Background: an optimization exercise with open tools, aiming at small area, a short achievable clock period and few clock cycles. Do not read the settings as production practice.
The RTL was checked by simulation tests, not by an equivalence proof against the original design.
No activity file was given, so power comes from the tool's default toggle rates.

// cpu
module cpu(
    input  wire        clk_in,
    input  wire        rst_in,
    input  wire        rdy_in,
    input  wire [ 7:0] mem_din,
    output wire [ 7:0] mem_dout,
    output wire [31:0] mem_a,
    output wire        mem_wr,
    input  wire        io_buffer_full,
    output wire [31:0] dbgreg_dout
);
Size: about 5000 cells after synthesis, about 1300 flip-flops, about 46000 um^2 of cells after synthesis.
clock: 12.0 ns
lec_check: 0
cap_margin: 20
core_margin: 2
core_utilization: 40
slew_margin: 20
standard.sh (not shown) runs the stock make flow with config.mk's settings and CLKGATE_MAP_FILE= SYNTH_SCRIPT=/design/flow/synth_recipe.tcl, a recipe that flattens the netlist after the stock synthesis.
==> flow/flow/run.sh <==
#!/bin/bash
# Standard ORFS layout (the standard.sh, unchanged synthesis), with choices
# of our own for how the layout is made:
#  - ports are buffered with buf_4 instead of the default delay buffer;
#  - repair_timing aims for 8.3 ns of setup slack at the design's clock, so that
#    the resizer keeps improving paths well beyond the required period;
#  - clock tree: larger sink clusters, clkbuf_16 only;
#  - ABC maps for area (the resizer then fixes the timing).
set -euo pipefail
export SETUP_SLACK_MARGIN=8.3
export ABC_AREA=1
export BUFFER_PORTS_ARGS="-buffer_cell sky130_fd_sc_hd__buf_4"
export CTS_CLUSTER_SIZE=30
export CTS_CLUSTER_DIAMETER=80
export CTS_BUF_LIST=sky130_fd_sc_hd__clkbuf_16
bash standard.sh > run_standard.log 2>&1
The first run produced a clean layout.
Testbench counts at the start, summed over its fixed seeds: cycles 208,292.
Then changed:
--- a/flow/design.v
+++ b/flow/design.v
@@ -137,18 +137,20 @@
 wire frdnz  = (FB[11:7] != 5'd0);
 function [7:0] immbyte;
     input [31:0] ins;
     input [1:0]  p;
     reg   [4:0]  o;
     reg   [31:0] im;
     begin
         o = ins[6:2];
         if (o == 5'b01101 || o == 5'b00101) im = {ins[31:12], 12'h0};
+        else if (o == 5'b11011)             im = {{12{ins[31]}}, ins[19:12], ins[20], ins[30:21], 1'b0};
+        else if (o == 5'b11000)             im = {{20{ins[31]}}, ins[7], ins[30:25], ins[11:8], 1'b0};
         else if (o == 5'b01000)             im = {{20{ins[31]}}, ins[31:25], ins[11:7]};
         else                                im = {{20{ins[31]}}, ins[31:20]};
         case (p)
             2'd0: immbyte = im[7:0];
             2'd1: immbyte = im[15:8];
             2'd2: immbyte = im[23:16];
             default: immbyte = im[31:24];
         endcase
     end
@@ -196,34 +198,35 @@
     else if (dJAL | dJALR)    Y = lk[7:0];
     else if (dXOR)            Y = A ^ Be;
     else if (dOR)             Y = A | Be;
     else if (dAND)            Y = A & Be;
     else                      Y = sum[7:0];
 end
 wire writer = (x0 & dWr1) | (x1 & dWr2);
 wire [1:0]  a1716 = rA[1:0] + {IR[31], IR[31]} + {1'b0, sum[8]};
 wire [17:0] daddr = {a1716, sum[7:0], D1};
-wire [29:0] immJ = {{12{IR[31]}}, IR[19:12], IR[20], IR[30:22]};        
-wire [29:0] immB = {{20{IR[31]}}, IR[7], IR[30:25], IR[11:9]};          
-wire [29:0] TAR = XPC + (dJAL ? immJ : immB);    
+reg        pcy;
+wire [8:0] padd = {1'b0, PCB} + {1'b0, IMB} + {8'h00, ~p0 & pcy};
+always @(posedge clk) pcy <= padd[8];
+wire [1:0]  t1716 = XPC[15:14] + (dJAL ? IR[17:16] : {IR[31], IR[31]}) + {1'b0, padd[8]};
+wire [15:0] tgt16 = {t1716, padd[7:0], D1[7:2]};
+wire [29:0] TAR = {(dJALR ? sum[7:0] : padd[7:0]), D1, D2, D3[7:2]};    
 wire [29:0] XPC1 = XPC + 30'd1;
-wire [29:0] jtgt = {sum[7:0], D1, D2, D3[7:2]};
 wire mstart = x0 & (dLD | dST) & p1;
 wire mcont  = (mcnt != 2'd0);
 wire mbusy  = mstart | mcont | red_jalr;           
-reg  tmatch;              
-always @(posedge clk) if (p0) tmatch <= (BTGT == TAR[15:0]);
-wire red_jal  = x0 & dJAL & p1 & ~(irp & tmatch);
+wire tmatch  = (BTGT == TAR[15:0]);     
+wire red_jal  = x0 & dJAL & p1 & ~irp;            
 wire red_jalr = x0 & dJALR & p1;                   
 wire red_b    = rbt;                               
 wire redir    = red_jal | red_b;
 wire flush    = red_jal | red_jalr | rbt;
-wire [15:0] fa_red = red_jal ? TAR[15:0] : XPC[15:0];
+wire [15:0] fa_red = red_jal ? tgt16 : XPC[15:0];
 wire arr     = fa_ok & ~flush;                     
 wire fbh_end = fbh | (arr & (fa_b == 2'd3));       
 wire xfer    = p3 & fbh & ~irbusy;                 
 wire [15:0] fa_e  = redir ? fa_red : FA;
 wire [2:0]  fbi_e = redir ? 3'd0 : fbi;
 wire        want  = (fbi_e != 3'd4) | (p1 & ~irbusy);
 wire        fiss  = want & ~mbusy;
 wire [1:0]  fidx  = (fbi_e == 3'd4) ? 2'd0 : fbi_e[1:0];
 always @(posedge clk) begin
@@ -262,30 +265,30 @@
         if (flush) fbh <= 1'b0;
         else if (xfer) fbh <= 1'b0;
         else fbh <= fbh_end;
     end
 end
 always @(posedge clk) if (arr) FB[fa_b*8 +: 8] <= mem_din;
 wire brt    = x0 & dBR & taken;
 wire pok    = irp & tmatch & (dJAL | (dBR & taken));       
 wire squash = x0 & (irp ? ~pok : ((dBR & taken) | dJAL | dJALR));
-wire skip1  = dBR & taken & ~irp & ~fbp & fbh & (immB == 30'd2);
+wire skip1  = dBR & taken & ~irp & ~fbp & fbh & (IR[31:25] == 7'd0) & (IR[11:7] == 5'b01000);
 wire btb_ins   = x0 & p3 & (dJAL | (dBR & taken & dBack)) & ~pok & ~fbp;
-wire [29:0] xpc_n = (dJAL | (dBR & taken)) ? TAR : (dJALR ? jtgt : XPC1);
+wire [29:0] xpc_n = (dJAL | dJALR | (dBR & taken)) ? TAR : XPC1;
 always @(posedge clk) begin
     if (rst) begin
         XV  <= 1'b0;
         XF  <= 1'b0;
         XPC <= 30'h0;
         rbt <= 1'b0;
         BV  <= 1'b0;
     end else begin
-        rbt <= p3 & x0 & (irp ? (~pok & ~dJAL & ~dJALR) : (dBR & taken & ~skip1));
+        rbt <= p3 & x0 & (irp ? (~pok & ~dJALR) : (dBR & taken & ~skip1));
         if (btb_ins) begin
             BV   <= 1'b1;
             BTAG <= XPC[5:0];
             BTGT <= TAR[15:0];
         end else if (p3 & x0 & irp & ~pok) begin
             BV   <= 1'b0;
         end
         if (p3) begin
             if (irbusy) begin
@@ -360,18 +363,19 @@
     B   <= rB;
     IMB <= rsel_fb ? immbyte(FB, 2'd0) : immbyte(IR, ph + 2'd1);
     PCB <= p3 ? {(x0 ? (irp ? TAR[5:0] : XPC1[5:0]) : XPC[5:0]), 2'b00} :
            p0 ? XPC[13:6] : p1 ? XPC[21:14] : XPC[29:22];
     SD  <= B;
     D2  <= D1;
     D3  <= D2;
     if (ldin)       D1 <= mem_din;
     else if (dSHF)  D1 <= A;
+    else if (dBR | dJAL) D1 <= padd[7:0];
     else            D1 <= sum[7:0];
     cy  <= sum[8];
     lcy <= lk[8];
     eqa <= eqn;
     if (x0 & p3) begin
         sflag <= dSLT & (f3[0] ? ltu : lts);
         sgn   <= A[7];
     end
     if (x1 & (ph == {1'b0, lw[0]})) lsgn <= D1[7];
After rerunning: The changed run completed with no timing, DRC or antenna violations; power rose by 2.2%; final area fell by 3.0%; worst setup slack stays flat; register-to-register slack hardly moves; count of clock-buffer cells in the layout rose by 2; hold slack is worse by 0.0056 ns; via count fell by 6.0%; sequential cell count is unchanged; sequential power rose by about 0.9%; die area fell by 3.2%; fmax hardly moves; final cell count fell by 4.1%; global-route usage rose by 0.61 points.
Testbench counts after the change, summed over its fixed seeds: cycles 208,292.

## port drivers added, routing unchanged
In the flow no input, the clock included, has a driving cell. The finished layouts below were timed again as built, in two steps.
Step 1 (the two cells are an assumption about what drives the block):
set clk [get_ports {clk_in}]
set_driving_cell -lib_cell sky130_fd_sc_hd__clkbuf_16 $clk
set_driving_cell -lib_cell sky130_fd_sc_hd__buf_2 [delete_from_list [all_inputs] $clk]
Step 2 times the ports against the registers' clock, not the clock port: input delays grow and output delays shrink by t, the midpoint of the rising clock arrivals with the driver on.
a / b / c = no drivers / after step 1 / after step 2; a / b = the first two.
run	t (ns)	setup slack, ns	worst setup path at the end
the first run	0.776	8.266 / 8.259 / 8.266	register to register
the second run	0.768	8.266 / 8.266 / 8.266	register to register
After both steps setup and hold are still met in every run listed.
